Background: an optimization exercise with open tools, aiming at small area. Do not read the settings as production practice. RTL that was checked went through simulation tests only; none was proved equivalent to the original. The RTL of runs 2 to 7 was laid out without a check of its function. Power figures rest on the tool's default switching activity, not on a simulated workload.

--- constraint.sdc ---
create_clock -name core_clock -period 10.0 [get_ports {sys_clk_i}]
set_input_delay 2.0000 -clock core_clock [delete_from_list [all_inputs] [get_ports {sys_clk_i}]]
set_output_delay 2.0000 -clock core_clock [all_outputs]
set_load 0.01 [all_outputs]
--- flow/run.sh ---
#!/bin/bash
# Own layout flow: the standard flow with
#  - synthesis as standard.sh's, but with an area-oriented ABC mapping script
#    (flow/area.abc) in place of ORFS's (flow/synth_wrap.tcl);
#  - port buffers made of the smallest buffer cell;
#  - a clock tree of small buffers without dummy loads;
#  - one tie cell per constant instead of one per constant output.
# Output of make goes to flow_make.log; ORFS keeps each step's full log
# under orfs/logs/.
set -euo pipefail
here=$(pwd)
export FLOW_ABC_SCRIPT="$here/flow/area.abc"
export BUFFER_PORTS_ARGS="-buffer_cell sky130_fd_sc_hd__buf_1"
export CTS_ARGS="-sink_clustering_enable -repair_clock_nets -dont_use_dummy_load -sink_clustering_size 8 -sink_clustering_max_diameter 40 -buf_list {sky130_fd_sc_hd__clkbuf_4}"
export SKIP_REPAIR_TIE_FANOUT=1
grep -q "SYNTH_SCRIPT=$here/synth_recipe.tcl" standard.sh
sed "s#SYNTH_SCRIPT=$here/synth_recipe.tcl#SYNTH_SCRIPT=$here/flow/synth_wrap.tcl#" standard.sh > own.sh
bash own.sh finish > flow_make.log 2>&1
--- standard.sh ---
#!/bin/bash
# synth_recipe.tcl (not shown) runs the flow's synth.tcl, then flattens the netlist and writes it again
# the make line also repeats each setting of config.mk as NAME=value (left out here)
make -C /OpenROAD-flow-scripts/flow DESIGN_CONFIG=/design/flow/config.mk WORK_HOME=/design/flow/orfs CLKGATE_MAP_FILE= SYNTH_SCRIPT=/design/flow/synth_recipe.tcl "${@:-finish}"
--- flow/area.abc ---
strash
dch
map -a
strash
dch
map -a
strash
dch
map -a
--- config.mk ---
export PLATFORM = sky130hd
export DESIGN_NAME = udma_adc_rx_top
export DESIGN_NICKNAME = udma_adc_rx_top
export VERILOG_FILES = /design/flow/design.v
export SDC_FILE = /design/flow/constraint.sdc
export NUM_CORES = 4
export LEC_CHECK = 0
export ABC_AREA = 1
export CAP_MARGIN = 0
export CORE_AREA = 10 10 340 340
export DIE_AREA = 0 0 350 350
export SLEW_MARGIN = 0
--- design.v ---
module udma_adc_rx_top #(
  parameter L2_AWIDTH_NOAL  = 12,
  parameter UDMA_TRANS_SIZE = 16,
  parameter TRANS_SIZE      = 16,
  parameter ADC_DATA_WIDTH  = 32,
  parameter ADC_NUM_CHS     = 8,
  parameter CH_ID_LSB       = 28,
  parameter CH_ID_WIDTH     = 4  )
(
  input  logic                      sys_clk_i,
  input  logic                      rst_ni,
  input  logic               [31:0] cfg_data_i,
  input  logic                [7:0] cfg_addr_i,
  input  logic                      cfg_valid_i,
  input  logic                      cfg_rwn_i,
  output logic               [31:0] cfg_data_o,
  output logic                      cfg_ready_o,
  output logic [ADC_NUM_CHS-1:0] [L2_AWIDTH_NOAL-1:0] cfg_rx_startaddr_o,
  output logic [ADC_NUM_CHS-1:0][UDMA_TRANS_SIZE-1:0] cfg_rx_size_o,
  output logic [ADC_NUM_CHS-1:0]                      cfg_rx_continuous_o,
  output logic [ADC_NUM_CHS-1:0]                      cfg_rx_en_o,
  output logic [ADC_NUM_CHS-1:0]                      cfg_rx_clr_o,
  input  logic [ADC_NUM_CHS-1:0]                      cfg_rx_en_i,
  input  logic [ADC_NUM_CHS-1:0]                      cfg_rx_pending_i,
  input  logic [ADC_NUM_CHS-1:0] [L2_AWIDTH_NOAL-1:0] cfg_rx_curr_addr_i,
  input  logic [ADC_NUM_CHS-1:0][UDMA_TRANS_SIZE-1:0] cfg_rx_bytes_left_i,
  output logic [ADC_NUM_CHS-1:0]                [1:0] data_rx_datasize_o,
  output logic [ADC_NUM_CHS-1:0]               [31:0] data_rx_o,
  output logic [ADC_NUM_CHS-1:0]                      data_rx_valid_o,
  input  logic [ADC_NUM_CHS-1:0]                      data_rx_ready_i,
  input  logic                      adc_rx_valid_async_i,
  output logic                      adc_rx_valid_sync_o,
  input  logic [ADC_DATA_WIDTH-1:0] adc_rx_data_i,
  output logic [ADC_DATA_WIDTH-1:0] adc_rx_data_reg_o
);
  logic [2:0] reg_sel;
  logic [2:0] ch_sel;
  logic       ch_ok;       
  logic       wr;
  assign reg_sel = cfg_addr_i[2:0];
  assign ch_sel  = cfg_addr_i[5:3];
  assign ch_ok   = ~cfg_addr_i[7] & ~cfg_addr_i[6];
  assign wr      = cfg_valid_i & ~cfg_rwn_i;
  logic [ADC_NUM_CHS-1:0][L2_AWIDTH_NOAL-1:0] r_rx_startaddr;
  logic [ADC_NUM_CHS-1:0]    [TRANS_SIZE-1:0] r_rx_size;
  logic [ADC_NUM_CHS-1:0]                     r_rx_continuous;
  logic                                       r_single_ch_mode;
  logic       r_en_pulse, r_clr_pulse;
  logic [2:0] r_pulse_ch;
  always_ff @(posedge sys_clk_i, negedge rst_ni) begin
    if (~rst_ni) begin
      r_rx_startaddr   <= '0;
      r_rx_size        <= '0;
      r_rx_continuous  <= '0;
      r_single_ch_mode <= 1'b0;
    end else begin
      for (int i = 0; i < ADC_NUM_CHS; i++) begin
        if (wr && ch_ok && ch_sel == i && reg_sel == 3'd0)
          r_rx_startaddr[i] <= cfg_data_i[L2_AWIDTH_NOAL-1:0];
        if (wr && ch_ok && ch_sel == i && reg_sel == 3'd1)
          r_rx_size[i] <= cfg_data_i[TRANS_SIZE-1:0];
        if (wr && ch_ok && ch_sel == i && reg_sel == 3'd2)
          r_rx_continuous[i] <= cfg_data_i[0];
      end
      if (wr && reg_sel == 3'd4)
        r_single_ch_mode <= cfg_data_i[0];
    end
  end
  always_ff @(posedge sys_clk_i, negedge rst_ni) begin
    if (~rst_ni) begin
      r_en_pulse  <= 1'b0;
      r_clr_pulse <= 1'b0;
      r_pulse_ch  <= '0;
    end else begin
      r_en_pulse  <= wr & ch_ok & (reg_sel == 3'd2) & cfg_data_i[4];
      r_clr_pulse <= wr & ch_ok & (reg_sel == 3'd2) & cfg_data_i[5];
      r_pulse_ch  <= ch_sel;
    end
  end
  always_comb begin
    for (int i = 0; i < ADC_NUM_CHS; i++) begin
      cfg_rx_en_o[i]  = r_en_pulse  & (r_pulse_ch == i);
      cfg_rx_clr_o[i] = r_clr_pulse & (r_pulse_ch == i);
    end
  end
  assign cfg_rx_startaddr_o  = r_rx_startaddr;
  assign cfg_rx_continuous_o = r_rx_continuous;
  assign cfg_ready_o         = 1'b1;
  always_comb begin
    for (int i = 0; i < ADC_NUM_CHS; i++) begin
      cfg_rx_size_o[i]      = r_rx_size[i];
      data_rx_datasize_o[i] = 2'b10;
    end
  end
  logic [ADC_NUM_CHS-1:0] rd_saddr, rd_size, rd_cfg;
  logic [ADC_NUM_CHS*L2_AWIDTH_NOAL-1:0]  curr_addr_flat;
  logic [ADC_NUM_CHS*UDMA_TRANS_SIZE-1:0] bytes_left_flat;
  assign curr_addr_flat  = cfg_rx_curr_addr_i;
  assign bytes_left_flat = cfg_rx_bytes_left_i;
  always_comb begin
    for (int i = 0; i < ADC_NUM_CHS; i++) begin
      rd_saddr[i] = ch_ok & (ch_sel == i) & (reg_sel == 3'd0);
      rd_size[i]  = ch_ok & (ch_sel == i) & (reg_sel == 3'd1);
      rd_cfg[i]   = ch_ok & (ch_sel == i) & (reg_sel == 3'd2);
    end
    cfg_data_o = '0;
    for (int i = 0; i < ADC_NUM_CHS; i++) begin
      for (int k = 0; k < L2_AWIDTH_NOAL; k++)
        cfg_data_o[k] = cfg_data_o[k] | (rd_saddr[i] & curr_addr_flat[i*L2_AWIDTH_NOAL+k]);
      for (int k = 0; k < UDMA_TRANS_SIZE; k++)
        cfg_data_o[k] = cfg_data_o[k] | (rd_size[i] & bytes_left_flat[i*UDMA_TRANS_SIZE+k]);
      cfg_data_o[0] = cfg_data_o[0] | (rd_cfg[i] & r_rx_continuous[i]);
      cfg_data_o[2] = cfg_data_o[2] | rd_cfg[i];
      cfg_data_o[4] = cfg_data_o[4] | (rd_cfg[i] & cfg_rx_en_i[i]);
      cfg_data_o[5] = cfg_data_o[5] | (rd_cfg[i] & cfg_rx_pending_i[i]);
    end
    cfg_data_o[0] = cfg_data_o[0] | ((reg_sel == 3'd4) & r_single_ch_mode);
  end
  logic r_vld_s0, r_vld_s1, r_vld_edge, r_vld_del;
  logic [ADC_DATA_WIDTH-1:0] r_adc_data;
  logic [ADC_NUM_CHS-1:0]    r_udma_valid;
  logic [CH_ID_WIDTH-1:0]    adc_id;
  assign adc_id = adc_rx_data_i[CH_ID_LSB+CH_ID_WIDTH-1:CH_ID_LSB];
  always_ff @(posedge sys_clk_i, negedge rst_ni) begin
    if (~rst_ni) begin
      r_vld_s0     <= 1'b0;
      r_vld_s1     <= 1'b0;
      r_vld_edge   <= 1'b0;
      r_vld_del    <= 1'b0;
      r_adc_data   <= '0;
      r_udma_valid <= '0;
    end else begin
      r_vld_s0   <= adc_rx_valid_async_i;
      r_vld_s1   <= r_vld_s0;
      r_vld_edge <= r_vld_s0 & ~r_vld_s1;
      r_vld_del  <= r_vld_edge;
      if (r_vld_edge) r_adc_data <= adc_rx_data_i;
      for (int i = 0; i < ADC_NUM_CHS; i++) begin
        if (r_vld_edge && (r_single_ch_mode ? (i == 0) : (adc_id == i)))
          r_udma_valid[i] <= 1'b1;
        else if (data_rx_ready_i[i] && (!r_single_ch_mode || i == 0))
          r_udma_valid[i] <= 1'b0;
      end
    end
  end
  assign adc_rx_valid_sync_o = r_vld_del;
  assign adc_rx_data_reg_o   = r_adc_data;
  assign data_rx_valid_o     = r_udma_valid;
  always_comb begin
    for (int i = 0; i < ADC_NUM_CHS; i++) data_rx_o[i] = r_adc_data;
  end
endmodule
--- flow/synth_wrap.tcl ---
# Same synthesis as synth_recipe.tcl (ORFS synth.tcl, synth -nofsm -noshare,
# flatten, rename), except that the ABC mapping script is FLOW_ABC_SCRIPT,
# an area-oriented one. Registers are mapped exactly as in the standard
# synthesis; only the combinational mapping differs.
proc synth {args} { yosys synth -nofsm -noshare {*}$args }
set fh [open $::env(SCRIPTS_DIR)/synth.tcl]
set body [read $fh]
close $fh
set hook "source \$::env(SCRIPTS_DIR)/synth_preamble.tcl"
if { [string first $hook $body] < 0 } { error "synth.tcl hook not found" }
set body [string map [list $hook "$hook\nset abc_args \[lreplace \$abc_args 1 1 $::env(FLOW_ABC_SCRIPT)\]"] $body]
eval $body
# left out here: clear keep_hierarchy, flatten, clean up, hide names made inside functions, write 1_2_yosys.v
==> summary.txt, run 1 <==
Place:
- Detailed placement ended at an HPWL of 67.85 mm.
- The count of buffers added on input and output ports is 869.
- The placer's final routability congestion estimate is 0.9094.

Route:
- The number of iterations in the first detailed-routing pass is 5.
- The count of vias placed by the detailed router is 13810.
- In the routed design, unresolved DRC markers number 0.
- The DRC marker count from the first detailed-route iteration is 1328.
- Summed over all layers, the routed wires come to 84.89 mm.
- In this run the remaining antenna-violating nets after routing total 0.
- Dividing the detail-routed via count by the number of cells gives 3.861.
- The final routed wire length divided by cell count is 23.73 um.

Timing:
- Setup repair after global routing left no endpoint under its margin.
- The maximum clock skew at final layout is 0.07364 ns.
- Timing would allow up to 133.0 MHz.
- The number of hold violations in the final report came to 0.
- The share of the cycle needed by the critical path after routing is 75.18%.
- The remaining max-slew budget at the tightest pin is 27.67%.
- Counting I/O delays and the setup requirement, the final critical path takes 7.518 ns.
- For the pin with the worst max-slew slack, the measured transition is 1.085 ns.
- For the final routed database, the setup TNS stands at 0 ns.
- Setup violations remaining at the end of the flow were counted as 0.
- The final-report max-slew violation count came to 0.

Floorplanning:
- The number of top-level pins is 919.
- The region available for standard cell placement spans 108600 um^2.
- Once the floorplan was initialized, standard cells occupied 12.47% of the core.
- The floorplan die width is 350 um.
- After floorplanning, the core was divided into 121 placement rows.
- In this run the vertical extent of the chip is 350 um.
- The area of the die is 122500 um^2.

Synth:
- The post-synthesis instance area is 13540 um^2.
- The yosys synthesis warning count is 1.
- The mean cell area of the mapped netlist is 9.172 um^2.
- The post-synthesis sequential area ratio is 52.13%.
- The synthesized flop and latch total is 282.
- By area the synthesized netlist is led by sky130_fd_sc_hd__dfrtp_1 52%, sky130_fd_sc_hd__buf_4 16%, sky130_fd_sc_hd__nand2_1 11%.
- The cell type with the highest aggregate area in the netlist is sky130_fd_sc_hd__dfrtp_1.
- The cell count after synthesis came out at 1476.
- The count of cell types in the netlist is 22.
- The area share of the largest cell type after synthesis is 52.13%.

Power and ir drop:
- The clock network fraction of design power is 28.6%.
- Of the total power, registers draw 53.2%.
- The internal power of the cells totals 1.563 mW.
- Net switching is 35.12% of the power.
- For this design the static power due to leakage is 6.688 nW.
- Combinational cells account for 18.2% of the total power.
- The worst-case vdd ir drop is 0.00007594 V.
- The sum of internal, switching and leakage power is 2.408 mW.
- The ratio of total power to cell area is 140.0 nW/um^2.
- Summed over all nets, the switching power comes to 0.8458 mW.

Clocking:
- No sink is reached through more buffers than the 3 on the longest clock path.
- Post-CTS repair changed the size of 0 cells.
- The register clock-pin slew on the reported worst setup and hold paths is 0.08 ns.
- The TritonCTS clock tree is done.
- The cell chosen for the clock root is sky130_fd_sc_hd__clkbuf_4.
- Buffers added to address setup during post-CTS repair amount to 0.
- The CTS H-tree depth is 2.
- Counting the buffers created by CTS gives 56.
- The number of hold buffers added after CTS was 0.
- Clock tree synthesis found a total of 282 sinks.
- The clock insertion delay at the later pin of the skew report is 0.86 ns.

GRT:
- Global routing consumed, over all layers together, 12.98% of the routing resources.
- The initial antenna violation count came to 18.
- The largest net degree at the start of global routing is 162.
- The first-pass GRT wire length is 112.3 mm.
- The via count of the first global-routing pass came to 13560.
- The global-route congestion overflow total is 0.

Setup path:
- For this run, the slowest stage of the critical path takes 0.68 ns.
- The worst setup path is launched from an input port.
- The top cell family by delay on the critical path is simple AND/OR/NAND/NOR gates.
- The critical path goes through buf_1 -> nor2_1 -> clkinv_1 -> nor2_1 -> nand2_1 -> nor2_2 -> buf_4 -> nand2_1 -> nand2_1 -> a221oi_1 -> nand3_1 -> a21oi_1 -> nand4_1 -> a221oi_1 -> nand3_1 -> a221oi_1 -> nand3_1 -> buf_1.
- The maximum fanout encountered on the critical timing path is 11.
- The data arrival time of the worst path is 5.52 ns.
- The start-to-end type of the worst setup path is input port to output pin.
- STA classifies the critical path endpoint as an output pin.
- The register-to-register setup slack is 8.45 ns.
- The buffer and inverter count on the worst path is 4.
- The slowest library cell on the worst path is sky130_fd_sc_hd__nor2_2.
- The worst register-to-register path has a depth of 5.
- STA puts the critical path data required time at 8.00 ns.
- The critical path runs through a total of 18 cells.

Worst hold path:
- The worst hold-check path type is register to register.
- Counting instances, the worst hold path has a depth of 1.

Cells and area:
- The number of nets in the finished design is 2478.
- From synthesis to final layout, the design area changed by 27.11%.
- The post-route netlist has 6.090% of its cells at a drive strength greater than 1.

Status:
- The flow ran to the end and the layout has no timing, DRC or antenna violations.

Job:
- The number of maximum-capacitance constraint violations is 0.
==> Yosys cell counts (all sizes together) <==
| cell | instances |
|---|---|
| nor4 | 8 |
| a22o | 12 |
| o21ai | 234 |
| and3 | 1 |
| nand4 | 25 |
| a221oi | 17 |
| nand2 | 382 |
| a21oi | 20 |
| a22oi | 77 |
| a221o | 1 |
| clkinv | 41 |
| o31ai | 1 |
| a31oi | 3 |
| o22ai | 1 |
| nor3b | 1 |
| buf | 289 |
| conb | 2 |
| nand3 | 15 |
| dfrtp | 282 |
| nor2 | 56 |
| a2111oi | 2 |
| nor3 | 6 |
==> cell families after synthesis <==
| family | synth area share [%] |
|---|---|
| flops | 52.13 |
| compound gates | 16.10 |
| simple gates | 14.56 |
| buf+inv | 17.16 |
| other cells | 0.05547 |
==> cells in the final DEF, fill, tap and decap left out, types with 6 or more instances in the layout <==
cell | netlist | routed
sky130_fd_sc_hd__a21oi_1 | 20 | 20
sky130_fd_sc_hd__a221oi_1 | 17 | 17
sky130_fd_sc_hd__a22o_2 | 12 | 12
sky130_fd_sc_hd__a22oi_1 | 77 | 77
sky130_fd_sc_hd__buf_1 | 0 | 868
sky130_fd_sc_hd__buf_4 | 289 | 38
sky130_fd_sc_hd__clkbuf_4 | 0 | 57
sky130_fd_sc_hd__clkinv_1 | 41 | 38
sky130_fd_sc_hd__dfrtp_1 | 282 | 281
sky130_fd_sc_hd__diode_2 | 0 | 12
sky130_fd_sc_hd__nand2_1 | 382 | 378
sky130_fd_sc_hd__nand3_1 | 15 | 15
sky130_fd_sc_hd__nand4_1 | 25 | 25
sky130_fd_sc_hd__nor2_1 | 56 | 43
sky130_fd_sc_hd__nor2_2 | 0 | 12
sky130_fd_sc_hd__nor3_1 | 6 | 6
sky130_fd_sc_hd__nor4_1 | 8 | 8
sky130_fd_sc_hd__o21ai_0 | 234 | 234
==> power by group through the flow <==
stage               sequential [mW]  combinational, mW  clock [mW]
floorplan                      1.28              0.329           0
CTS                            1.28              0.450       0.735
global placement               1.30              0.449           0
global route                   1.29              0.479       0.778
finish                         1.28              0.439       0.688
detailed placement             1.31              0.449           0
==> final timing paths <==
kind,start,endpoint
max in group asynchronous,rst_ni,r_udma_valid[1]
worst max-delay path,cfg_addr_i[6],cfg_data_o[4]
worst min register to register,r_vld_s1,r_vld_edge
min in group asynchronous,rst_ni,r_rx_size[81]
worst max register to register,r_vld_edge,r_adc_data[25]
worst min-delay path,r_vld_s1,r_vld_edge
==> state kept, by name (all words and copies together), names as in the netlist <==
name / count
r_en_pulse: 1
r_rx_continuous: 8
r_vld_s0: 1
r_vld_del: 1
r_rx_startaddr: 96
r_udma_valid: 8
r_rx_size: 128
r_adc_data: 32
r_single_ch_mode: 1
r_vld_edge: 1
r_clr_pulse: 1
r_vld_s1: 1
r_pulse_ch: 3
==> cell type report <==
cell class | count | area, um^2
Multi-Input combinational cell | 864 | 4205
Clock buffer | 56 | 420.4
Inverter | 41 | 153.9
Antenna cell | 12 | 30.03
Sequential cell | 282 | 7058
Timing Repair Buffer | 908 | 3571
Fill cell | 12470 | 91340
Tap cell | 1414 | 1769
==> per-layer routing <==
layer | share of wire (%) | global-route usage (%) | routed length (um) | vias up
met5 | 0.13 | 0 | 109 | -
met3 | 11 | 4.823 | 9692 | 128
met4 | 2.7 | 3.781 | 2327 | 18
met1 | 40 | 16.12 | 33920 | 6653
met2 | 46 | 20.81 | 38840 | 901
li1 | - | - | - | 6111
==> metrics by stage <==
step	worst slack [ns]	hold WS [ns]	std cells	util [%]	area, um^2
6_report	2.482	0.3993	3577	15.85	17210
5_1_grt	2.321	0.4165	3570	15.84	17190
4_1_cts	2.629	0.4037	3565	15.82	17180
3_5_place_dp	2.643	0.3863	3509	15.44	16760
3_3_place_gp	2.637	0.3721	3509	15.44	16760
2_1_floorplan	4.034	0.3609	1476	-	13540
==> run 2, diff against run 1 <==
--- a/design.v
+++ b/design.v
@@ -93,10 +93,6 @@
     end
   end
   logic [ADC_NUM_CHS-1:0] rd_saddr, rd_size, rd_cfg;
-  logic [ADC_NUM_CHS*L2_AWIDTH_NOAL-1:0]  curr_addr_flat;
-  logic [ADC_NUM_CHS*UDMA_TRANS_SIZE-1:0] bytes_left_flat;
-  assign curr_addr_flat  = cfg_rx_curr_addr_i;
-  assign bytes_left_flat = cfg_rx_bytes_left_i;
   always_comb begin
     for (int i = 0; i < ADC_NUM_CHS; i++) begin
       rd_saddr[i] = ch_ok & (ch_sel == i) & (reg_sel == 3'd0);
@@ -106,9 +102,9 @@
     cfg_data_o = '0;
     for (int i = 0; i < ADC_NUM_CHS; i++) begin
       for (int k = 0; k < L2_AWIDTH_NOAL; k++)
-        cfg_data_o[k] = cfg_data_o[k] | (rd_saddr[i] & curr_addr_flat[i*L2_AWIDTH_NOAL+k]);
+        cfg_data_o[k] = cfg_data_o[k] | (rd_saddr[i] & cfg_rx_curr_addr_i[i][k]);
       for (int k = 0; k < UDMA_TRANS_SIZE; k++)
-        cfg_data_o[k] = cfg_data_o[k] | (rd_size[i] & bytes_left_flat[i*UDMA_TRANS_SIZE+k]);
+        cfg_data_o[k] = cfg_data_o[k] | (rd_size[i] & cfg_rx_bytes_left_i[i][k]);
       cfg_data_o[0] = cfg_data_o[0] | (rd_cfg[i] & r_rx_continuous[i]);
       cfg_data_o[2] = cfg_data_o[2] | rd_cfg[i];
       cfg_data_o[4] = cfg_data_o[4] | (rd_cfg[i] & cfg_rx_en_i[i]);
==> summary.txt, run 2 <==
Clocking:
- The CTS buffer count is 56.
- The buffer levels on the longest clock path is 3.
- For this design, the sink count on the clock tree is 282.
- The CTS H-tree depth is 2.
- The number of gates resized after CTS was 0.
- TritonCTS built the clock tree.
- The register clock-pin slew on the reported worst setup and hold paths is 0.08 ns.
- The clock insertion delay at the later pin of the skew report is 0.86 ns.
- The number of buffers inserted by post-CTS setup repair is 0.
- The tree is rooted in a sky130_fd_sc_hd__clkbuf_4.
- Buffers inserted to repair hold after CTS numbered 0.

Route:
- The total DRC errors in the routed layout is 0.
- After detailed routing, the number of vias per cell comes to 3.861.
- Summed over all layers, the routed wires come to 84.89 mm.
- The remaining antenna violation count is 0.
- The DRC marker count from the first detailed-route iteration is 1328.
- The final routed wire length divided by cell count is 23.73 um.
- The number of iterations in the first detailed-routing pass is 5.
- The count of vias placed by the detailed router is 13810.

Synth:
- In the synthesized netlist the dominant register cell turns out to be sky130_fd_sc_hd__dfrtp_1.
- For this run, the number of Yosys warnings is 1.
- The top cell type by area accounts for 52.13% of the synthesized area.
- The post-synthesis instance area is 13540 um^2.
- Ranked by total cell area, the synthesized netlist is headed by sky130_fd_sc_hd__dfrtp_1 52%, sky130_fd_sc_hd__buf_4 16%, sky130_fd_sc_hd__nand2_1 11%.
- The post-synthesis cell count is 1476.
- The mean cell area of the mapped netlist is 9.172 um^2.
- The proportion of synthesized flip-flops having asynchronous set or reset is 100.0%.
- Counting instances in the post-synthesis netlist gives the leading cell types as 382 x sky130_fd_sc_hd__nand2_1, 289 x sky130_fd_sc_hd__buf_4, 282 x sky130_fd_sc_hd__dfrtp_1.
- The cell type with the highest aggregate area in the netlist is sky130_fd_sc_hd__dfrtp_1.
- The post-synthesis sequential area ratio is 52.13%.
- The most common cell in the synthesized netlist is sky130_fd_sc_hd__nand2_1.
- The synthesized netlist contains 22 unique library cells.
- Yosys mapped a number of flops with a built-in enable equal to 0.
- The synthesized flop and latch total is 282.

Power and ir drop:
- The ratio of total power to cell area is 140.0 nW/um^2.
- The sum of internal, switching and leakage power is 2.408 mW.
- VDD sags by at most 0.00007594 V.
- The cell leakage power is 6.688 nW.

Job:
- The number of maximum-capacitance constraint violations is 0.

Status:
- The run finished with no timing, DRC or antenna violations.

Timing:
- The number of hold violations in the final report is 0.
- The worst path in the final design needs a cycle of 7.518 ns, including I/O delays and setup.
- The worst path uses 75.18% of the clock period.
- The remaining max-slew budget at the tightest pin is 27.67%.
- After routing, the total negative slack on setup checks comes to 0 ns.
- At the pin with the least slew margin, the transition time is 1.085 ns.
- The maximum clock skew at final layout is 0.07364 ns.
- Setup violations remaining at the end of the flow were counted as 0.
- Timing would allow up to 133.0 MHz.
- The final-report max-slew violation count was 0.
- Setup repair after global routing left no endpoint under its margin.

Setup path:
- Along the worst path, the maximum fanout reaches 11.
- The required time at the endpoint of the critical path is 8.00 ns.
- The start-to-end type of the worst setup path is input port to output pin.
- The data arrival time of the worst path is 5.52 ns.
- The critical path launch point type is an input port.
- STA classifies the critical path endpoint as an output pin.

Cells and area:
- The number of flip-flops in the largest register is 128.
- The final design utilization is 15.85%.
- The area occupied by registers is 7058 um^2.
- r_rx_size holds more flip-flops than any other register.
- The finished layout holds 3577 standard cells, fillers aside.
- The library cells used most frequently in the layout, excluding fill and tap cells, are 868 x sky130_fd_sc_hd__buf_1, 378 x sky130_fd_sc_hd__nand2_1, 281 x sky130_fd_sc_hd__dfrtp_1, 234 x sky130_fd_sc_hd__o21ai_0, 77 x sky130_fd_sc_hd__a22oi_1.
- In the final layout, the multi-input gates occupy 4205 um^2.
- The layout has 12470 filler cells.
- The area growth from synthesis to layout is 27.11%.
- Cells with a size suffix above 1 make up 6.090% of the layout.
- The largest registers in the layout are r_rx_size (128), r_rx_startaddr (96), r_adc_data (32).
- The library cell used most frequently in the layout, excluding fill and tap cells, is sky130_fd_sc_hd__buf_1.
- The net count of the finished layout is 2478.

Place:
- Input and output buffers added on the ports amount to 869.
- After detailed placement, the design holds a cell count of 3509.
- The placer's final routability congestion estimate is 0.9094.
- Once detailed placement completed, the half-perimeter wirelength came to 67.85 mm.

GRT:
- For this run, the total global-route usage over all layers was measured as 12.98%.
- The largest net degree at the start of global routing is 162.
- The first-pass GRT wire length is 112.3 mm.
- The initial antenna violation count is 18.
- The via count of the first global-routing pass was 13560.
- The total overflow left after global routing is 0.

Worst hold path:
- The worst hold-check path type is register to register.

Floorplanning:
- The floorplan has 121 rows.
- In this run the horizontal extent of the chip is 350 um.
- From bottom edge to top edge, the die measures 350 um.
- The effective utilization at floorplan is 12.47%.
- The area of the placeable core is 108600 um^2.
- 919 I/O pins were placed.
- The area of the die is 122500 um^2.
==> run 2: cell counts in the layout (fill, tap and decap cells not counted) <==
Identical to the previous run, type by type.
==> run 2: cell type report <==
class | count | area share [%]
sequential | 282 | 41.02
multi-input combinational | 864 | 24.44
timing repair buffer | 908 | 20.75
tap | 1414 | 10.28
clock buffer | 56 | 2.443
inverter | 41 | 0.8944
antenna | 12 | 0.1745
==> run 2: where the power goes <==
| group | total (mW) | switching (mW) | internal (mW) |
|---|---|---|---|
| clock | 0.688 | 0.436 | 0.252 |
| combinational | 0.439 | 0.314 | 0.126 |
| sequential | 1.28 | 0.0957 | 1.18 |
==> run 2: worst max-delay path, cell delays in order <==
cell and delay, ns:
sky130_fd_sc_hd__buf_1 0.07, sky130_fd_sc_hd__nor2_1 0.18, sky130_fd_sc_hd__clkinv_1 0.15, sky130_fd_sc_hd__nor2_1 0.54
sky130_fd_sc_hd__nand2_1 0.27, sky130_fd_sc_hd__nor2_2 0.68, sky130_fd_sc_hd__buf_4 0.32, sky130_fd_sc_hd__nand2_1 0.07
sky130_fd_sc_hd__nand2_1 0.07, sky130_fd_sc_hd__a221oi_1 0.04, sky130_fd_sc_hd__nand3_1 0.12, sky130_fd_sc_hd__a21oi_1 0.04
sky130_fd_sc_hd__nand4_1 0.21, sky130_fd_sc_hd__a221oi_1 0.09, sky130_fd_sc_hd__nand3_1 0.29, sky130_fd_sc_hd__a221oi_1 0.09
sky130_fd_sc_hd__nand3_1 0.09, sky130_fd_sc_hd__buf_1 0.18
==> run 2: final timing paths <==
kind,endpoint,slack [ns],cells past startpoint,start
min,r_vld_edge,0.40,1,r_vld_s1
max in group asynchronous,r_udma_valid[1],7.01,3,rst_ni
max reg2reg,r_adc_data[25],8.45,5,r_vld_edge
min in group asynchronous,r_rx_size[81],1.26,2,rst_ni
min reg2reg,r_vld_edge,0.40,1,r_vld_s1
max,cfg_data_o[4],2.48,18,cfg_addr_i[6]
==> run 2: kinds of logic after synthesis <==
kind of cell	share of synthesized area [%]
buffers and inverters	17.16
AO/OA/AOI/OAI	16.10
other	0.05547
flip-flops	52.13
AND/OR/NAND/NOR	14.56
==> run 2: per-layer routing <==
| metal | GRT usage, % | part of all wire (%) | vias to the layer above |
|---|---|---|---|
| met1 | 16.12 | 40 | 6653 |
| met4 | 3.781 | 2.7 | 18 |
| li1 | - | - | 6111 |
| met5 | 0 | 0.13 | - |
| met2 | 20.81 | 46 | 901 |
| met3 | 4.823 | 11 | 128 |
==> run 2: metrics by stage <==
stage,cell area [um^2],hold WS (ns),setup WS [ns]
floorplan,13540,0.3609,4.034
global placement,16760,0.3721,2.637
detailed placement,16760,0.3863,2.643
CTS,17180,0.4037,2.629
global route,17190,0.4165,2.321
finish,17210,0.3993,2.482
==> run 3, diff against run 2 <==
--- a/design.v
+++ b/design.v
@@ -92,25 +92,21 @@
       data_rx_datasize_o[i] = 2'b10;
     end
   end
-  logic [ADC_NUM_CHS-1:0] rd_saddr, rd_size, rd_cfg;
   always_comb begin
-    for (int i = 0; i < ADC_NUM_CHS; i++) begin
-      rd_saddr[i] = ch_ok & (ch_sel == i) & (reg_sel == 3'd0);
-      rd_size[i]  = ch_ok & (ch_sel == i) & (reg_sel == 3'd1);
-      rd_cfg[i]   = ch_ok & (ch_sel == i) & (reg_sel == 3'd2);
-    end
     cfg_data_o = '0;
     for (int i = 0; i < ADC_NUM_CHS; i++) begin
-      for (int k = 0; k < L2_AWIDTH_NOAL; k++)
-        cfg_data_o[k] = cfg_data_o[k] | (rd_saddr[i] & cfg_rx_curr_addr_i[i][k]);
-      for (int k = 0; k < UDMA_TRANS_SIZE; k++)
-        cfg_data_o[k] = cfg_data_o[k] | (rd_size[i] & cfg_rx_bytes_left_i[i][k]);
-      cfg_data_o[0] = cfg_data_o[0] | (rd_cfg[i] & r_rx_continuous[i]);
-      cfg_data_o[2] = cfg_data_o[2] | rd_cfg[i];
-      cfg_data_o[4] = cfg_data_o[4] | (rd_cfg[i] & cfg_rx_en_i[i]);
-      cfg_data_o[5] = cfg_data_o[5] | (rd_cfg[i] & cfg_rx_pending_i[i]);
+      if (ch_ok && ch_sel == i) begin
+        if (reg_sel == 3'd0)
+          cfg_data_o[L2_AWIDTH_NOAL-1:0] = cfg_data_o[L2_AWIDTH_NOAL-1:0] | cfg_rx_curr_addr_i[i];
+        if (reg_sel == 3'd1)
+          cfg_data_o[UDMA_TRANS_SIZE-1:0] = cfg_data_o[UDMA_TRANS_SIZE-1:0] | cfg_rx_bytes_left_i[i];
+        if (reg_sel == 3'd2)
+          cfg_data_o[5:0] = cfg_data_o[5:0] |
+                            {cfg_rx_pending_i[i], cfg_rx_en_i[i], 1'b0, 2'b10, r_rx_continuous[i]};
+      end
     end
-    cfg_data_o[0] = cfg_data_o[0] | ((reg_sel == 3'd4) & r_single_ch_mode);
+    if (reg_sel == 3'd4)
+      cfg_data_o[0] = cfg_data_o[0] | r_single_ch_mode;
   end
   logic r_vld_s0, r_vld_s1, r_vld_edge, r_vld_del;
   logic [ADC_DATA_WIDTH-1:0] r_adc_data;
==> flow/run.sh (replaced) <==
#!/bin/bash
# Own layout flow: the standard flow with
#  - synthesis as standard.sh's, but with an area-oriented ABC mapping script
#    (flow/area.abc) in place of ORFS's (flow/synth_wrap.tcl);
#  - port buffers made of the smallest buffer cell;
#  - a clock tree without dummy loads.
# Output of make goes to flow_make.log; ORFS keeps each step's full log
# under orfs/logs/.
set -euo pipefail
here=$(pwd)
export FLOW_ABC_SCRIPT="$here/flow/area.abc"
export BUFFER_PORTS_ARGS="-buffer_cell sky130_fd_sc_hd__buf_1"
export CTS_ARGS="-sink_clustering_enable -repair_clock_nets -dont_use_dummy_load -buf_list {sky130_fd_sc_hd__clkbuf_4 sky130_fd_sc_hd__clkbuf_8}"
grep -q "SYNTH_SCRIPT=$here/synth_recipe.tcl" standard.sh
sed "s#SYNTH_SCRIPT=$here/synth_recipe.tcl#SYNTH_SCRIPT=$here/flow/synth_wrap.tcl#" standard.sh > own.sh
bash own.sh finish > flow_make.log 2>&1
==> flow/area.abc (replaced) <==
strash
dc2
dch -f
map -a
--- a/config.mk
+++ b/config.mk
@@ -6,7 +6,7 @@
 export NUM_CORES = 4
 export LEC_CHECK = 0
 export ABC_AREA = 1
-export CAP_MARGIN = 0
+export CAP_MARGIN = 20
 export CORE_AREA = 10 10 340 340
 export DIE_AREA = 0 0 350 350
-export SLEW_MARGIN = 0
+export SLEW_MARGIN = 20
==> summary.txt, run 3 <==
Status:
- The run finished with no timing, DRC or antenna violations.

Setup path:
- The worst setup path endpoint is cfg_data_o[0].
- The launch point of the worst reg-to-reg path is r_vld_edge.
- At the worst endpoint, the required time is 8.00 ns.
- The most critical setup path has its startpoint at cfg_addr_i[2].
- The number of cells on the worst reg-to-reg path is 3.
- The worst register-to-register path ends at r_udma_valid[4].
- The kind of end point of the critical path is an output pin.
- The register-to-register setup slack is 8.47 ns.
- The maximum fanout encountered on the critical timing path is 9.
- The critical path launch point type is an input port.
- The start-to-end type of the worst setup path is input port to output pin.
- For the worst setup path, the data arrival time is 5.46 ns.

Floorplanning:
- 919 I/O pins were placed.
- The number of core rows is 121.
- Measured along the y axis, the die boundary spans 350 um.
- The floorplan step defined a core boundary enclosing 108600 um^2.
- The area of the die is 122500 um^2.
- The effective utilization at floorplan is 12.64%.
- The die is 350 um wide.

Cells and area:
- The final design utilization is 16.32%.
- The library cells used most frequently in the layout, excluding fill and tap cells, are 868 x sky130_fd_sc_hd__buf_1, 393 x sky130_fd_sc_hd__nand2_1, 282 x sky130_fd_sc_hd__dfrtp_1, 234 x sky130_fd_sc_hd__o21ai_0, 93 x sky130_fd_sc_hd__a22oi_1.
- For this run, the post-layout net count is 2531.
- Cells with a size suffix above 1 make up 4.764% of the layout.
- The most frequent standard cell in the layout excluding fill and tap cells is sky130_fd_sc_hd__buf_1.
- The register with the most flip-flops in the layout has 128 of them.
- The layout overhead on the synthesized area is 29.15%.
- The largest registers in the layout are r_rx_size (128), r_rx_startaddr (96), r_adc_data (32).
- Counting flops per register, the top entry is r_rx_size.

Clocking:
- The clock insertion delay at the later pin of the skew report is 0.66 ns.
- Buffers added to address setup during post-CTS repair amount to 0.
- The buffer levels on the longest clock path is 3.
- After clock tree synthesis, the clock-pin slew on the worst setup and hold paths is 0.05 ns.
- For this design, the CTS-stage hold fixing added 0 buffers.
- The TritonCTS clock tree is done.
- The CTS H-tree depth is 2.
- The number of clock sinks is 282.
- The number of cells upsized or downsized after cts is 0.
- The CTS buffer count is 53.
- Clock tree synthesis selected as its root buffer the cell sky130_fd_sc_hd__clkbuf_8.

Job:
- Across the run, the number of max-cap violations was 0.

Synth:
- The post-synthesis adder-cell area fraction is 0%.
- By area the synthesized netlist is led by sky130_fd_sc_hd__dfrtp_1 51%, sky130_fd_sc_hd__buf_4 16%, sky130_fd_sc_hd__nand2_1 11%.
- For this run, the register share of the synthesized area comes to 51.44%.
- For this run, the number of Yosys warnings is 1.
- After synthesis, the most frequently instantiated cells are 393 x sky130_fd_sc_hd__nand2_1, 289 x sky130_fd_sc_hd__buf_4, 282 x sky130_fd_sc_hd__dfrtp_1.
- The synthesized flop and latch total is 282.
- The largest total area in the synthesized netlist belongs to sky130_fd_sc_hd__dfrtp_1.
- Counting flops with a built-in enable in the synthesized netlist gives 0.
- The post-synthesis instance area is 13720 um^2.
- The mean cell area of the mapped netlist is 9.062 um^2.
- The synthesized netlist devotes 17.20% of its cell area to compound gates.
- The dominant synthesized flop cell is sky130_fd_sc_hd__dfrtp_1.
- After synthesis, the share of flip-flops with an asynchronous set or reset is 100.0%.
- The count of cell types in the netlist is 23.
- The synthesized netlist devotes 0% of its cell area to XOR and XNOR gates.
- The area share of the largest cell type after synthesis is 51.44%.
- The share of synthesized area spent on multiplexers is 0%.
- Summing the areas of all and, or, nand and nor instances in the mapped netlist gives 14.15% of the synthesized area.
- The combinational family with the most area after synthesis is compound AO/OA/AOI/OAI gates.
- In the synthesized netlist, the number of instances is 1514.
- The most common cell in the synthesized netlist is sky130_fd_sc_hd__nand2_1.

Route:
- For this run, design rule violations remaining after detail routing come to 0.
- The routed layout has 14030 vias.
- The detail route stage leaves a number of antenna-violating nets equal to 0.
- After the first detailed-routing iteration, the DRC count stood at 1276.
- The number of iterations in the first detailed-routing pass is 8.
- Dividing the detail-routed wire length by the instance count gives 22.77 um.
- The post-detailed-route via-to-cell ratio is 3.870.
- The wire length after detailed routing is 82.56 mm.

Power and ir drop:
- In this run the power spent charging and discharging nets is 0.9107 mW.
- The clock network fraction of design power is 35.0%.
- Sequential cells burn 47.5% of the power.
- The worst-case vdd ir drop is 0.00008201 V.
- The cell leakage power is 6.823 nW.
- The share of total power in combinational logic is 17.4%.
- Of the total power, the share spent switching nets is 33.81%.
- The internal portion of the total power is 1.783 mW.
- For this design the ratio of total power to cell area is 152.0 nW/um^2.

Worst hold path:
- The worst hold path begins at r_vld_s1.
- The worst hold-check path type is register to register.

Timing:
- The worst path needs 7.463 ns of the cycle, external delays included.
- The worst hold margin is 0.3947 ns.
- The setup total negative slack is 0 ns.
- The number of hold violations in the final report was 0.
- Static timing analysis puts the maximum clock frequency at 134.0 MHz.
- The final-report max-slew violation count is 0.
- The maximum clock skew at final layout is 0.03823 ns.
- The setup violation total in the final timing report is 0.
- In this run the tightest slew margin relative to its limit is 27.71%.
- Setup repair after global routing left no endpoint under its margin.
- The slew at the pin closest to its max-slew limit is 1.084 ns.
- The share of the cycle needed by the critical path after routing is 74.63%.
- The final setup slack of the worst path is 2.537 ns.

Place:
- Input and output buffers added on the ports amount to 869.
- Summed over all nets, the half-perimeter wirelength after detailed placement is 62.87 mm.
- The setup slack at placement is 2.775 ns.
- The congestion estimate from routability-driven global placement came to 0.9097.

GRT:
- The first global-routing pass estimated 109.7 mm of wire.
- The initial antenna violation count is 25.
- The global-route congestion overflow total is 0.
- The global router's overall resource usage is 12.57%.
- The via count of the first global-routing pass was 13820.
- Entering global routing, the biggest net connects 120 pins.
run 3: critical path, cell delays in order:
cell and delay (ns):
sky130_fd_sc_hd__buf_1 0.17, sky130_fd_sc_hd__clkinv_1 0.28, sky130_fd_sc_hd__nand3_1 0.59, sky130_fd_sc_hd__clkinv_1 0.47, sky130_fd_sc_hd__a22oi_1 0.29, sky130_fd_sc_hd__a21oi_1 0.28
sky130_fd_sc_hd__nor4_1 0.96, sky130_fd_sc_hd__nand3_1 0.16, sky130_fd_sc_hd__buf_1 0.25
run 3: how the worst min path moves through the flow:
stage                  to  depth (start not counted)  slack (ns)
2_1_floorplan    r_vld_s1                          0        0.36
3_3_place_gp     r_vld_s1                          0        0.37
6_report       r_vld_edge                          1        0.39
5_1_grt        r_vld_edge                          1        0.41
4_1_cts        r_vld_edge                          1        0.40
3_5_place_dp     r_vld_s1                          0        0.38
run 3: area by class of cell:
type	instances	area (um^2)
Antenna cell	7	17.52
Clock buffer	53	729.5
Fill cell	12480	90830
Inverter	49	183.9
Multi-Input combinational cell	925	4476
Sequential cell	282	7057
Tap cell	1414	1769
Timing Repair Buffer	895	3486
run 3: cells by family (layout without fill, tap and decap cells):
family          after synthesis  count (layout)
simple gates                489             489
buf+inv                     338             997
other cells                   2              40
compound gates              403             403
flops                       282             282
run 3: power by group through the flow:
stage                     Combinational (mW)  Clock [mW]  Sequential [mW]
final                                  0.469       0.944             1.28
after global routing                   0.511        1.04             1.29
after CTS                              0.478       0.996             1.28
after detailed placement               0.477           0             1.30
after global placement                 0.476           0             1.30
after floorplan                        0.346           0             1.28
run 3: layer usage:
layer	global-route usage (%)	up-vias	share of wire, %
met2	20.49	909	46
met1	15.00	6712	39
li1	-	6233	-
met3	4.632	151	12
met5	0	-	0.20
met4	4.646	24	3.3
run 3: stage by stage:
stage	std cells	power, mW	cell area (um^2)
floorplan	1545	1.626	13840
global placement	3565	1.773	16970
detailed placement	3565	1.777	16970
CTS	3618	2.755	17700
global route	3619	2.839	17700
finish	3625	2.693	17720
==> run 4, diff against run 3 <==
--- a/config.mk
+++ b/config.mk
@@ -7,6 +7,6 @@
 export LEC_CHECK = 0
 export ABC_AREA = 1
 export CAP_MARGIN = 20
-export CORE_AREA = 10 10 340 340
-export DIE_AREA = 0 0 350 350
+export CORE_AREA = 5 5 195 195
+export DIE_AREA = 0 0 200 200
 export SLEW_MARGIN = 20
==> summary.txt, run 4 <==
Synth:
- The post-synthesis instance area is 13720 um^2.
- The mean cell area of the mapped netlist is 9.062 um^2.
- The post-synthesis cell count is 1514.
- For this run, the number of Yosys warnings is 1.
- Among all cell types in the netlist, the one instantiated most often is sky130_fd_sc_hd__nand2_1.
- sky130_fd_sc_hd__dfrtp_1 takes more of the synthesized area than any other cell.
- Sequential elements use 51.44% of the synthesized area.
- Counting distinct cell types in the post-synthesis netlist gives 23.
- Sorting the synthesized cells by area gives the leading types as sky130_fd_sc_hd__dfrtp_1 51%, sky130_fd_sc_hd__buf_4 16%, sky130_fd_sc_hd__nand2_1 11%.
- The combinational family with the most area after synthesis is compound AO/OA/AOI/OAI gates.
- Among all flip-flop cells after synthesis, the most frequent one is sky130_fd_sc_hd__dfrtp_1.
- The complex-gate fraction of the synthesized area is 17.20%.
- The synthesized netlist devotes 14.15% of its cell area to simple gates.
- The number of enable flip-flop cells after synthesis is 0.
- The synthesized flop and latch total is 282.
- The area share of the largest cell type after synthesis is 51.44%.
- The portion of synthesized area spent on multiplexers is 0%.
- By count the netlist is led by 393 x sky130_fd_sc_hd__nand2_1, 289 x sky130_fd_sc_hd__buf_4, 282 x sky130_fd_sc_hd__dfrtp_1.
- The proportion of synthesized flip-flops having asynchronous set or reset is 100.0%.
- After Yosys synthesis, full adders, half adders and majority gates account for 0% of the synthesized area.
- The xor-xnor portion of the synthesized cell area is 0%.

Status:
- The run stopped with a tool error.
- The first error in the log reads "[ERROR PPL-0024] Number of IO pins (919) exceeds maximum number of available positions (718). Increase the die perimeter from 800.00um to 1249.84um".
- It got as far as I/O pin placement and failed there.

Floorplanning:
- The height of the die is 200 um.
- The effective utilization at floorplan is 38.57%.
- Row generation in the floorplan step produced 69 rows.
- The floorplan die width is 200 um.
## run 4: logic make-up after synthesis
logic type      Yosys count
flops                   282
other cells               2
buf+inv                 338
compound gates          403
simple gates            489
==> run 5, diff against run 4 <==
--- a/config.mk
+++ b/config.mk
@@ -7,6 +7,6 @@
 export LEC_CHECK = 0
 export ABC_AREA = 1
 export CAP_MARGIN = 20
-export CORE_AREA = 5 5 195 195
-export DIE_AREA = 0 0 200 200
+export CORE_AREA = 5 5 165 165
+export DIE_AREA = 0 0 170 170
 export SLEW_MARGIN = 20
==> summary.txt, run 5 <==
Status:
- The flow did not finish.
- The last stage reached is I/O pin placement.
- The tool reported: "[ERROR PPL-0024] Number of IO pins (919) exceeds maximum number of available positions (608). Increase the die perimeter from 680.00um to 1249.84um".

Synth:
- By instance count, the leading cell after synthesis is sky130_fd_sc_hd__nand2_1.
- Sequential cells were found to cover 51.44% of the synthesized design area.
- Ranked by instance count, the synthesized netlist is headed by 393 x sky130_fd_sc_hd__nand2_1, 289 x sky130_fd_sc_hd__buf_4, 282 x sky130_fd_sc_hd__dfrtp_1.
- For this run, the number of Yosys warnings is 1.
- The synthesized design spends more area on one cell type than any other, namely sky130_fd_sc_hd__dfrtp_1.
- The dominant synthesized flop cell is sky130_fd_sc_hd__dfrtp_1.
- After synthesis, the cell types taking the most area are sky130_fd_sc_hd__dfrtp_1 51%, sky130_fd_sc_hd__buf_4 16%, sky130_fd_sc_hd__nand2_1 11%.
- After technology mapping, the gate count stands at 1514.
- The mean cell area of the mapped netlist is 9.062 um^2.
- The post-synthesis instance area is 13720 um^2.
- The count of cell types in the netlist is 23.
- The synthesized flop and latch total is 282.
- Summed over its instances, the top area cell type makes up 51.44% of the synthesized netlist area.
- The number of enable flip-flop cells after synthesis is 0.
- Of all flip-flops after synthesis, the portion carrying an async set or reset was 100.0%.

Floorplanning:
- The floorplan die width is 170 um.
- After floorplanning, the core was divided into 58 placement rows.
- The effective utilization at floorplan is 54.48%.
- The height of the die is 170 um.
## run 5: cell counts after synthesis
Identical to the previous run, type by type.
## run 5: logic make-up after synthesis
kind of cell	count (synthesis)	share of synthesized area, %
AOI/OAI and AO/OA	403	17.20
buffers and inverters	338	17.15
DFF	282	51.44
other	2	0.05474
and+or+nand+nor	489	14.15
==> run 6, diff against run 5 <==
==> flow/run.sh (replaced) <==
#!/bin/bash
# Own layout flow: the standard flow (standard synthesis unchanged), with
# the port buffers made of the smallest buffer cell and a clock tree without
# dummy loads. The make output goes to flow_make.log; ORFS keeps each step's
# full log under orfs/logs/.
set -euo pipefail
export BUFFER_PORTS_ARGS="-buffer_cell sky130_fd_sc_hd__buf_1"
export CTS_ARGS="-sink_clustering_enable -repair_clock_nets -dont_use_dummy_load -buf_list {sky130_fd_sc_hd__clkbuf_4 sky130_fd_sc_hd__clkbuf_8}"
bash standard.sh finish > flow_make.log 2>&1
--- a/config.mk
+++ b/config.mk
@@ -7,6 +7,6 @@
 export LEC_CHECK = 0
 export ABC_AREA = 1
 export CAP_MARGIN = 20
-export CORE_AREA = 5 5 165 165
-export DIE_AREA = 0 0 170 170
+export CORE_AREA = 10 10 340 340
+export DIE_AREA = 0 0 350 350
 export SLEW_MARGIN = 20
removed: flow/area.abc
removed: flow/synth_wrap.tcl
==> summary.txt, run 6 <==
Status:
- The run finished with no timing, DRC or antenna violations.

Synth:
- The synthesized netlist occupies a cell area of 14940 um^2.
- The count of cell types in the netlist is 22.
- The proportion of synthesized flip-flops having asynchronous set or reset is 100.0%.
- Each instance of the synthesized netlist takes up on average 7.697 um^2.
- The most common cell in the synthesized netlist is sky130_fd_sc_hd__nand2_1.
- The largest total area in the synthesized netlist belongs to sky130_fd_sc_hd__dfrtp_1.
- Among all flip-flop cells after synthesis, the most frequent one is sky130_fd_sc_hd__dfrtp_1.
- After synthesis, the cell types taking the most area are sky130_fd_sc_hd__dfrtp_1 47%, sky130_fd_sc_hd__nand2_1 20%, sky130_fd_sc_hd__buf_4 15%.
- Counting flops and latches in the post-synthesis netlist gives 282.
- After synthesis, the most frequently instantiated cells are 798 x sky130_fd_sc_hd__nand2_1, 290 x sky130_fd_sc_hd__buf_4, 282 x sky130_fd_sc_hd__dfrtp_1.
- The yosys synthesis warning count is 1.
- Yosys mapped a number of flops with a built-in enable equal to 0.
- The post-synthesis sequential area ratio is 47.24%.
- The post-synthesis cell count is 1941.
- Summed over its instances, the top area cell type makes up 47.24% of the synthesized netlist area.

Clocking:
- The TritonCTS clock tree is done.
- Counting every sink on the clock net gives 282.
- The CTS H-tree depth is 2.
- In this run, post-CTS repair resized a total of 0 instances.
- Clock latency on the worst-skew pair, taken at its later pin, is 0.63 ns.
- After clock tree synthesis, the flow added hold-fix buffers numbering 0.
- The cell chosen for the clock root is sky130_fd_sc_hd__clkbuf_8.
- The number of buffers inserted by post-CTS setup repair is 0.
- After clock tree synthesis, the clock-pin slew on the worst setup and hold paths is 0.06 ns.
- The buffer levels on the longest clock path is 3.
- The CTS buffer count is 50.

Setup path:
- The kind of end point of the critical path is an output pin.
- The launch point of the worst reg-to-reg path is r_vld_edge.
- The endpoint identified for the worst register-to-register timing path is r_udma_valid[4].
- STA classifies the critical path startpoint as an input port.
- For the worst setup path, the data required time is 8.00 ns.
- Tracing the worst setup path back leads to its startpoint at cfg_addr_i[0].
- Measured in cells, the most critical reg-to-reg path has a length of 5.
- The worst setup path endpoint is cfg_data_o[11].
- The maximum fanout encountered on the critical timing path is 57.
- The register-to-register setup slack is 7.87 ns.
- The critical path is of the input port to output pin type.
- At the worst endpoint, the arrival time is 4.88 ns.

Timing:
- The remaining max-slew budget at the tightest pin is 31.86%.
- Setup violations remaining at the end of the flow were counted as 0.
- The number of hold violations in the final report is 0.
- For the final routed database, the setup TNS stands at 0 ns.
- The worst path meets setup with 3.117 ns of slack.
- The share of the cycle needed by the critical path after routing is 68.83%.
- The post-route minimum period is 6.883 ns.
- At the pin with the least slew margin, the transition time is 1.020 ns.
- The maximum clock skew at final layout is 0.07988 ns.
- The final-report max-slew violation count is 0.
- Setup repair after global routing left no endpoint under its margin.
- The maximum frequency from static timing analysis is 145.3 MHz.

Power and ir drop:
- For this design the ratio of total power to cell area is 144.2 nW/um^2.
- The worst-case vdd ir drop is 0.0001082 V.
- Summed over all cells, the static leakage comes to 8.069 nW.

Place:
- The number of port buffers is 869.
- The placed standard-cell area is 17770 um^2.
- The post-DP HPWL is 69.87 mm.
- OpenSTA, run right after detailed placement, puts the worst setup slack at 3.079 ns.
- The placer's final routability congestion estimate is 0.9204.

Route:
- The first detailed-routing pass took 5 iterations.
- In this run the remaining antenna-violating nets after routing total 0.
- The total DRC errors in the routed layout is 0.
- The final layout contains routed wiring with a total length of 86.17 mm.
- After detailed routing, the number of vias per cell comes to 3.834.
- The routed layout has 15150 vias.
- The DRC marker count from the first detailed-route iteration is 1218.
- The final routed wire length divided by cell count is 21.80 um.

Cells and area:
- The largest registers in the layout are r_rx_size (128), r_rx_startaddr (96), r_adc_data (32).
- The most frequent standard cell in the layout excluding fill and tap cells is sky130_fd_sc_hd__buf_1.
- At the end of the flow, the number of nets in the layout was 2856.
- The number of flip-flops in the largest register is 128.
- The layout overhead on the synthesized area is 23.78%.
- The cell area after layout is 18490 um^2.
- The top cell types in the final layout, fill and taps aside, are 867 x sky130_fd_sc_hd__buf_1, 793 x sky130_fd_sc_hd__nand2_1, 282 x sky130_fd_sc_hd__dfrtp_1, 241 x sky130_fd_sc_hd__o21ai_0, 94 x sky130_fd_sc_hd__nand3_1.
- After filler insertion, the fill cell instance count of the layout stands at 12490.
- In the final layout, the share of cells above drive strength 1 is 4.350%.
- The top register by number of flip-flops is r_rx_size.

GRT:
- The global router's overall resource usage is 13.06%.
- The initial antenna violation count was 20.
- The via count of the first global-routing pass is 14580.
- Global routing finished with a remaining overflow of 0.
- The first global-routing pass estimated 114.2 mm of wire.
- Entering global routing, the biggest net connects 125 pins.

Floorplanning:
- The floorplan die width is 350 um.
- The effective utilization at floorplan is 13.76%.
- The floorplan has 121 rows.
- The area of the die is 122500 um^2.
- In this run the vertical extent of the chip is 350 um.
- The total area inside the core boundary comes to 108600 um^2.
- The number of top-level pins is 919.

Job:
- The number of maximum-capacitance constraint violations is 0.

Worst hold path:
- The worst hold-check path type is register to register.
[run 6: changes by cell type after synthesis, sizes merged, moves of 8 or more]
cell    previous run  this run
buf              289       332
inv                0        43
nor4              15         0
a31oi              8         0
a22oi             93         0
clkinv            49         0
a21oi             42         4
nand2            393       799
nand3             31        96
clkbuf             0        56
nor2              36        66
o21ai            234       244
[run 6: cell type report]
class | instances | area, um^2 | share of cell area [%]
antenna | 9 | 22.52 | 0.1218
multi-input combinational | 1259 | 5306 | 28.70
sequential | 282 | 7057 | 38.16
tap | 1414 | 1769 | 9.568
clock buffer | 50 | 688.2 | 3.721
timing repair buffer | 895 | 3487 | 18.86
inverter | 43 | 161.4 | 0.8729
[run 6: layer usage]
| metal | wire, um | part of all wire [%] | global-route usage (%) |
|---|---|---|---|
| met1 | 35860 | 42 | 16.86 |
| met5 | 99 | 0.11 | 0 |
| met4 | 2143 | 2.5 | 3.746 |
| met3 | 10780 | 13 | 5.401 |
| met2 | 37280 | 43 | 19.77 |
[run 6: worst min-delay path by stage]
| stage | startpoint | to | slack (ns) | cells after the start |
|---|---|---|---|---|
| 6_report | r_vld_s0 | r_vld_s1 | 0.37 | 0 |
| 5_1_grt | r_vld_s0 | r_vld_s1 | 0.39 | 0 |
| 4_1_cts | r_vld_s0 | r_vld_s1 | 0.38 | 0 |
| 3_5_place_dp | r_vld_s0 | r_vld_s1 | 0.37 | 0 |
| 3_3_place_gp | r_vld_s0 | r_vld_s1 | 0.36 | 0 |
| 2_1_floorplan | r_vld_s0 | r_vld_s1 | 0.35 | 0 |
[run 6: metrics by stage]
| step | total power [mW] | cells | utilization (%) | hold slack (ns) |
|---|---|---|---|---|
| 2_1_floorplan | 1.642 | 1972 | - | 0.3537 |
| 3_3_place_gp | 1.806 | 3893 | 16.37 | 0.3594 |
| 3_5_place_dp | 1.810 | 3893 | 16.37 | 0.3729 |
| 4_1_cts | 2.728 | 3943 | 17.00 | 0.3795 |
| 5_1_grt | 2.814 | 3944 | 17.02 | 0.3904 |
| 6_report | 2.667 | 3952 | 17.03 | 0.3746 |
[run 6: power by group]
part | switching (mW) | internal [mW]
clock network | 0.450 | 0.438
registers | 0.108 | 1.19
logic | 0.348 | 0.137
total | 0.906 | 1.76
[run 6: kinds of logic (layout without fill, tap and decap cells)]
family                 Yosys count  count (layout)  synth area share [%]
AND/OR/NAND/NOR                977             977                 25.90
flip-flops                     282             282                 47.24
AO/OA/AOI/OAI                  249             249                 8.358
buffers and inverters          431             988                 18.45
other                            2              42               0.05027
[run 6: worst max-delay path, cell delays in order]
cell and delay, ns:
sky130_fd_sc_hd__clkbuf_2 0.64, sky130_fd_sc_hd__nand2_1 0.34, sky130_fd_sc_hd__inv_2 0.66, sky130_fd_sc_hd__buf_12 0.32, sky130_fd_sc_hd__nand2_1 0.08, sky130_fd_sc_hd__nand2_1 0.19, sky130_fd_sc_hd__nand2_1 0.08, sky130_fd_sc_hd__nand2_1 0.07
sky130_fd_sc_hd__nor2_1 0.04, sky130_fd_sc_hd__nand2_1 0.05, sky130_fd_sc_hd__buf_1 0.31
==> run 7, diff against run 6 <==
==> run.sh (new file) <==
#!/bin/bash
# synth_recipe.tcl (not shown) runs the flow's synth.tcl, then flattens the netlist and writes it again
# the make line also repeats each setting of config.mk as NAME=value (left out here)
make -C /OpenROAD-flow-scripts/flow DESIGN_CONFIG=/design/flow/config.mk WORK_HOME=/design/flow/orfs CLKGATE_MAP_FILE= SYNTH_SCRIPT=/design/flow/synth_recipe.tcl finish
removed: flow/run.sh
removed: standard.sh
==> summary.txt, run 7 <==
Status:
- The run finished with no timing, DRC or antenna violations.

Synth:
- The most common cell in the synthesized netlist is sky130_fd_sc_hd__nand2_1.
- After synthesis, the cell types taking the most area are sky130_fd_sc_hd__dfrtp_1 47%, sky130_fd_sc_hd__nand2_1 20%, sky130_fd_sc_hd__buf_4 15%.
- The proportion of synthesized flip-flops having asynchronous set or reset is 100.0%.
- After synthesis, the netlist uses 22 different library cells.
- Of all cell types, the one taking the most synthesized area is sky130_fd_sc_hd__dfrtp_1.
- In the synthesized netlist the dominant register cell turns out to be sky130_fd_sc_hd__dfrtp_1.
- In this run the cell area of the synthesized design comes to 14940 um^2.
- Synthesis handed over a netlist of 1941 instances.
- For this run, the number of Yosys warnings is 1.
- The mean cell area of the mapped netlist is 7.697 um^2.
- The number of enable flip-flop cells after synthesis is 0.
- The synthesized flop and latch total is 282.
- The area share of the largest cell type after synthesis is 47.24%.
- Ranked by instance count, the synthesized netlist is headed by 798 x sky130_fd_sc_hd__nand2_1, 290 x sky130_fd_sc_hd__buf_4, 282 x sky130_fd_sc_hd__dfrtp_1.
- The share of the Yosys chip area taken by registers is 47.24%.

Setup path:
- In this run the critical register-to-register path is captured at r_udma_valid[2].
- The kind of end point of the critical path is an output pin.
- The worst register-to-register path begins at r_vld_edge.
- The required time at the endpoint of the critical path is 8.00 ns.
- The maximum fanout encountered on the critical timing path is 46.
- The setup path with the least slack is of type input port to output pin.
- Data arrives at the worst endpoint at 5.26 ns.
- In this run the register-to-register setup slack is 7.50 ns.
- Measured in cells, the most critical reg-to-reg path has a length of 5.
- The worst setup path is launched from an input port.

GRT:
- The first global-routing pass estimated 121.4 mm of wire.
- The initial antenna violation count is 15.
- The largest net degree at the start of global routing is 125.
- The global-route congestion overflow total is 0.
- The global router's overall resource usage is 13.99%.
- The via count of the first global-routing pass is 14760.

Power and ir drop:
- Of the total power, combinational logic draws 23.3%.
- Cell internal power was estimated by the tool at 2.375 mW.
- Net switching is 29.89% of the power.
- In this run the static leakage power is 10.50 nW.
- The clock network fraction of design power is 38.6%.
- Sequential cells account for 38.2% of the total power.
- In this run the power spent charging and discharging nets is 1.013 mW.
- Across the VDD grid, the largest voltage drop is 0.00009601 V.
- Power comes to 3.388 mW.
- Dividing total power by cell area gives a power density of 138.5 nW/um^2.

Clocking:
- The cell chosen for the clock root is sky130_fd_sc_hd__clkbuf_16.
- The buffer levels on the longest clock path is 3.
- The CTS H-tree depth is 2.
- The number of buffers inserted by post-CTS setup repair is 0.
- The register clock-pin slew on the reported worst setup and hold paths is 0.05 ns.
- Clock tree synthesis inserted a total of 36 buffers.
- TritonCTS built the clock tree.
- The number of buffers added to fix hold violations after cts is 0.
- The tree built by TritonCTS fans out to 282 sinks.
- The number of cells upsized or downsized after cts is 0.
- The clock insertion delay at the later pin of the skew report is 0.56 ns.

Cells and area:
- Registers take 7057 um^2.
- The register with the most flip-flops in the layout has 128 of them.
- The library cell used most frequently in the layout, excluding fill and tap cells, is sky130_fd_sc_hd__clkdlybuf4s50_1.
- r_rx_size holds more flip-flops than any other register.
- In the layout the commonest cells are 868 x sky130_fd_sc_hd__clkdlybuf4s50_1, 793 x sky130_fd_sc_hd__nand2_1, 282 x sky130_fd_sc_hd__dfrtp_1, 241 x sky130_fd_sc_hd__o21ai_0, 94 x sky130_fd_sc_hd__nand3_1.
- The largest registers in the layout are r_rx_size (128), r_rx_startaddr (96), r_adc_data (32).
- The cell area after layout is 24470 um^2.
- At the end of the flow, the number of nets in the layout was 2843.
- In the final layout, the multi-input gates occupy 5301 um^2.
- In the final layout, the share of cells above drive strength 1 is 4.601%.
- Relative to the synthesized area, the layout overhead comes to 63.77%.
- Counting the fill cells in the layout gives 11900.
- The final design utilization is 22.54%.

Worst hold path:
- The worst hold path belongs to the class register to register.
- In this run the most critical hold path is launched from r_vld_s0.
- Along the worst hold path, the cell count comes to 0.
- The hold path endpoint is r_vld_s1.

Floorplanning:
- Once the floorplan was initialized, standard cells occupied 13.76% of the core.
- 919 I/O pins were placed.
- The floorplan die width is 350 um.
- The area of the die is 122500 um^2.
- The initialized floorplan defines 121 standard-cell rows.
- The die is 350 um tall.
- The total area inside the core boundary comes to 108600 um^2.

Route:
- In the routed design, unresolved DRC markers number 0.
- The post-detailed-route via-to-cell ratio is 3.746.
- In this run the top signal layer used is met5.
- For this block, the routed nets add up to 91.09 mm of wire.
- The met3 wire length is 10.66 mm.
- After detailed routing, the wire length on met1 is 37.93 mm.
- The number of iterations in the first detailed-routing pass is 5.
- The remaining antenna violation count is 0.
- The DRC marker count from the first detailed-route iteration is 1136.
- The final routed wire length divided by cell count is 22.97 um.
- Summing over every cut layer, the via total after detailed routing is 14860.
- The met2 wirelength from detailed routing is 39.76 mm.

Job:
- The number of maximum-capacitance constraint violations is 0.

Timing:
- Setup violations remaining at the end of the flow were counted as 0.
- The number of hold violations in the final report is 0.
- For the final routed database, the setup TNS stands at 0 ns.
- On the final layout, the worst clock skew is 0.02391 ns.
- The final critical path takes up 72.56% of the cycle.
- The final-report max-slew violation count is 0.
- Measured against its own limit, the worst slew margin works out to 21.59%.
- The maximum frequency from static timing analysis is 137.8 MHz.
- For the pin with the worst max-slew slack, the measured transition is 1.167 ns.
- Setup repair after global routing left no endpoint under its margin.
- The post-route minimum period is 7.256 ns.

Place:
- The placed standard-cell area is 23220 um^2.
- Once detailed placement completed, the half-perimeter wirelength came to 73.60 mm.
- The placer's final routability congestion estimate is 0.8540.
- The number of port buffers is 869.
[run 7: final cells by class]
type | instances | area share [%]
flip-flops and latches | 282 | 28.84
repair buffers | 896 | 36.67
multi-input cells | 1259 | 21.67
clock buffers | 48 | 4.199
inverters | 43 | 0.6597
well taps | 1414 | 7.231
diodes | 9 | 0.09205
clock inverters | 15 | 0.6393
[run 7: cell families after synthesis]
group                  Yosys count  share of synthesized area [%]
AND/OR/NAND/NOR                977                          25.90
buffers and inverters          431                          18.45
flip-flops                     282                          47.24
AO/OA/AOI/OAI                  249                          8.358
other                            2                        0.05027
[run 7: metrics by stage]
stage	hold slack, ns	setup slack, ns	instances
after floorplan	0.3537	4.877	1972
after global placement	0.3614	2.693	3892
after detailed placement	0.3662	2.676	3893
after CTS	0.3775	2.674	3956
after global routing	0.3826	2.506	3957
final	0.3750	2.744	3966
[run 7: power by group through the flow]
stage	logic (mW)	clock network [mW]	registers, mW
floorplan	0.364	0	1.28
global placement	0.795	0	1.31
detailed placement	0.799	0	1.32
CTS	0.801	1.35	1.30
global route	0.840	1.41	1.30
finish	0.788	1.31	1.29
[run 7: worst max-delay path by stage]
stage                  startpoint       endpoint  slack (ns)  cells after the start
global route        cfg_addr_i[2]  cfg_data_o[9]        2.51                     12
finish              cfg_addr_i[0]  cfg_data_o[9]        2.74                     11
CTS                 cfg_addr_i[0]  cfg_data_o[9]        2.67                     11
global placement    cfg_addr_i[0]  cfg_data_o[9]        2.69                     11
floorplan           cfg_addr_i[6]  cfg_data_o[8]        4.88                      8
detailed placement  cfg_addr_i[0]  cfg_data_o[9]        2.68                     11
[run 7: critical path, stage by stage]
cell and delay [ns]:
sky130_fd_sc_hd__clkdlybuf4s50_1 0.75, sky130_fd_sc_hd__nand2_1 0.30, sky130_fd_sc_hd__inv_2 0.70, sky130_fd_sc_hd__buf_4 0.37, sky130_fd_sc_hd__nand2_1 0.07, sky130_fd_sc_hd__nand2_1 0.09, sky130_fd_sc_hd__nand2_1 0.05, sky130_fd_sc_hd__nand2_1 0.18
sky130_fd_sc_hd__nor2_1 0.08, sky130_fd_sc_hd__nand2_1 0.07, sky130_fd_sc_hd__clkdlybuf4s50_1 0.56
[run 7: per-layer routing]
| layer | track usage [%] | up-vias |
|---|---|---|
| met5 | 0 | - |
| met4 | 4.248 | 16 |
| met3 | 6.159 | 113 |
| met2 | 21.31 | 735 |
| met1 | 17.62 | 7039 |
| li1 | - | 6954 |

==> static timing again, ports no longer ideal <==
The flow's constraints put no driver on any port. The routed layouts listed below were extracted and timed again, unchanged, in two steps.
Step 1 assumes that a clkbuf_16 drives the clock port and a buf_2 every other input.
Step 2 also shifts input and output timing later by t, the mid clock arrival at the registers, as if the neighbouring blocks saw the same clock.
Slacks: no drivers / after step 1 / after step 2; pairs: no drivers / after step 1.
run | t (ns) | setup WS [ns] | hold WS [ns] | slew at the worst register clock pin (ns) | cell pins on the clock port's net
run 1 | 0.891 | 2.482 / 2.397 / 2.397 | 0.399 / 0.399 / 0.399 | 0.10 / 0.10 | 1
run 2 | 0.891 | 2.482 / 2.397 / 2.397 | 0.399 / 0.399 / 0.399 | 0.10 / 0.10 | 1
run 3 | 0.714 | 2.537 / 2.506 / 2.506 | 0.395 / 0.395 / 0.395 | 0.06 / 0.06 | 1
run 6 | 0.639 | 3.117 / 3.019 / 3.019 | 0.375 / 0.375 / 0.375 | 0.06 / 0.06 | 1
run 7 | 0.605 | 2.744 / 2.630 / 2.630 | 0.375 / 0.375 / 0.375 | 0.06 / 0.06 | 1
After both steps every run listed still meets setup and hold. For run 7, which loses most, drivers alone change the setup slack by -0.114 ns; drivers and shift together by -0.114 ns.
